Context: an optimization exercise on an open-source flow, tuned for small area. The choices shown serve that exercise and are no tape-out recipe. The RTL was checked by simulation tests, not by an equivalence proof against the original design. No activity file was given, so power comes from the tool's default toggle rates.

Setup of before:
Design CPU, start of the top module:
module CPU(
    input           clk_i,
    input           DataOrReg,
    input [4:0]     address,
    input [7:0]     instr_i,
    input           reset,
    input [1:0]     vout_addr,
    output reg[7:0] value_o,
    output          is_positive,
    output reg[2:0] easter_egg
);
For scale: ~3600 flip-flops, ~30 I/O pins, roughly 170000 um^2 of cells after synthesis.
export LEC_CHECK = 0
export CAP_MARGIN = 30
export CORE_MARGIN = 2
export CORE_UTILIZATION = 45
export CTS_CLUSTER_DIAMETER = 80
export CTS_CLUSTER_SIZE = 18
export PLACE_DENSITY = 0.55
export SETUP_SLACK_MARGIN = 0.5
export SLEW_MARGIN = 30
create_clock -name core_clock -period 15.0 [get_ports {clk_i}]
standard.sh (not shown) runs the stock make flow with config.mk's settings and CLKGATE_MAP_FILE= SYNTH_SCRIPT=/design/flow/synth_recipe.tcl, a recipe that flattens the netlist after the stock synthesis.
==> flow/flow/run.sh <==
#!/bin/bash
# Layout flow: the standard ORFS flow (standard.sh, standard synthesis
# unchanged), with these changes to how the layout is made:
#  - clock tree synthesis without dummy loads (sink cluster size and
#    diameter as in config.mk);
#  - antenna repair after global routing with a ratio margin
#    (flow/grt_hook.tcl), and up to 10 antenna repair passes after
#    detailed routing;
#  - every input and output port still gets its own buffer, but a plain
#    buf_2 instead of the default choice, a slow delay buffer.
# The full output of the flow goes to flow.log in the work folder; ORFS
# keeps each step's own log under orfs/logs/.
set -euo pipefail
work=$(pwd)
export CTS_ARGS="-sink_clustering_enable -repair_clock_nets -dont_use_dummy_load -sink_clustering_size 18 -sink_clustering_max_diameter 80"
export BUFFER_PORTS_ARGS="-buffer_cell sky130_fd_sc_hd__buf_2"
export PRE_GLOBAL_ROUTE_TCL="$work/flow/grt_hook.tcl"
bash standard.sh MAX_REPAIR_ANTENNAS_ITER_DRT=10 finish > "$work/flow.log" 2>&1
==> flow/flow/grt_hook.tcl <==
# Sourced before global routing (PRE_GLOBAL_ROUTE_TCL). The antenna repair
# after global routing works on estimated wires; give it a ratio margin so
# that fewer violations are left for the slower repair after detailed
# routing.
rename repair_antennas grt_hook_repair_antennas
proc repair_antennas {args} {
  return [grt_hook_repair_antennas {*}$args -ratio_margin 20]
}
Changes in after relative to before:
--- a/flow/design.v
+++ b/flow/design.v
@@ -2224,29 +2224,18 @@
     integer i; reg c;
     begin
         c = ci;
         for (i = 0; i < 8; i = i + 1) begin
             add8[i] = x[i] ^ y[i] ^ c;
             c = (x[i] & y[i]) | (x[i] & c) | (y[i] & c);
         end
     end
 endfunction
-function [16:0] add16c(input [15:0] x, input [15:0] y, input ci);
-    integer i; reg c;
-    begin
-        c = ci;
-        for (i = 0; i < 16; i = i + 1) begin
-            add16c[i] = x[i] ^ y[i] ^ c;
-            c = (x[i] & y[i]) | (x[i] & c) | (y[i] & c);
-        end
-        add16c[16] = c;
-    end
-endfunction
 function [12:0] dec13(input [12:0] x);
     integer i; reg b;
     begin
         b = 1'b1;
         for (i = 0; i < 13; i = i + 1) begin dec13[i] = x[i] ^ b; b = ~x[i] & b; end
     end
 endfunction
 reg        flag;
 reg        start_i;
@@ -2419,22 +2408,19 @@
     ex_fb     <= fb_mem ? 2'd2 : fb_wb ? 2'd1 : 2'd0;
 end
 wire [31:0] fwd_a = ex_fa[1] ? mem_alu : ex_fa[0] ? wb_data : ex_a;
 wire [31:0] fwd_b = ex_fb[1] ? mem_alu : ex_fb[0] ? wb_data : ex_b;
 wire [31:0] opb   = ex_alusrc ? {{20{ex_imm[11]}}, ex_imm} : fwd_b;
 wire [31:0] mul_s0, mul_s1;
 mul32_cs u_mul(.a(fwd_a), .b(opb), .s0(mul_s0), .s1(mul_s1));
 wire [31:0] add_x   = ex_mul ? mul_s0 : fwd_a;
 wire [31:0] add_y   = ex_mul ? mul_s1 : (opb ^ {32{ex_sub}});
-wire [16:0] add_lo  = add16c(add_x[15:0],  add_y[15:0],  ex_sub);
-wire [16:0] add_hi0 = add16c(add_x[31:16], add_y[31:16], 1'b0);
-wire [16:0] add_hi1 = add16c(add_x[31:16], add_y[31:16], 1'b1);
-wire [31:0] add_out = {add_lo[16] ? add_hi1[15:0] : add_hi0[15:0], add_lo[15:0]};
+wire [31:0] add_out = add_x + add_y + {31'd0, ex_sub};
 wire [31:0] alu_out = ex_or  ? (fwd_a | opb) :
                       ex_and ? (fwd_a & opb) : add_out;
 wire [17:0] vdp_s0, vdp_s1;
 vdp_cs u_vdp(.a(fwd_a), .b(opb), .s0(vdp_s0), .s1(vdp_s1));
 wire [17:0] vdp_sum = vdp_s0 + vdp_s1;
 wire [31:0] vdp = {{15{~vdp_sum[17]}}, vdp_sum[16:0]};
 wire        vsub = ex_vc[1];
 wire [31:0] opbv = opb ^ {32{vsub}};
 wire [31:0] vlane = {add8(fwd_a[31:24], opbv[31:24], vsub),
--- outcome ---
Looking only at instance count on the critical path, and setting everything else aside, the higher value of before and after goes to after.
Diff before -> after | number of standard cells in the layout, taps in and fillers out | up slightly
Diff before -> after: routed length per instance dropped about 1%, flip-flop and latch count roughly the same, via count of the first global-routing pass grew by 0.74%.
Delta(number of CTS-inserted buffers, after - before) < 0
The internal power consumption of after and that of before are within noise of each other.
Delay of the slowest critical-path stage delta for after relative to before: 0.02 ns higher
The via count was comparable across before and after.
after: wire length of the first global-routing pass 4.3 mm below before
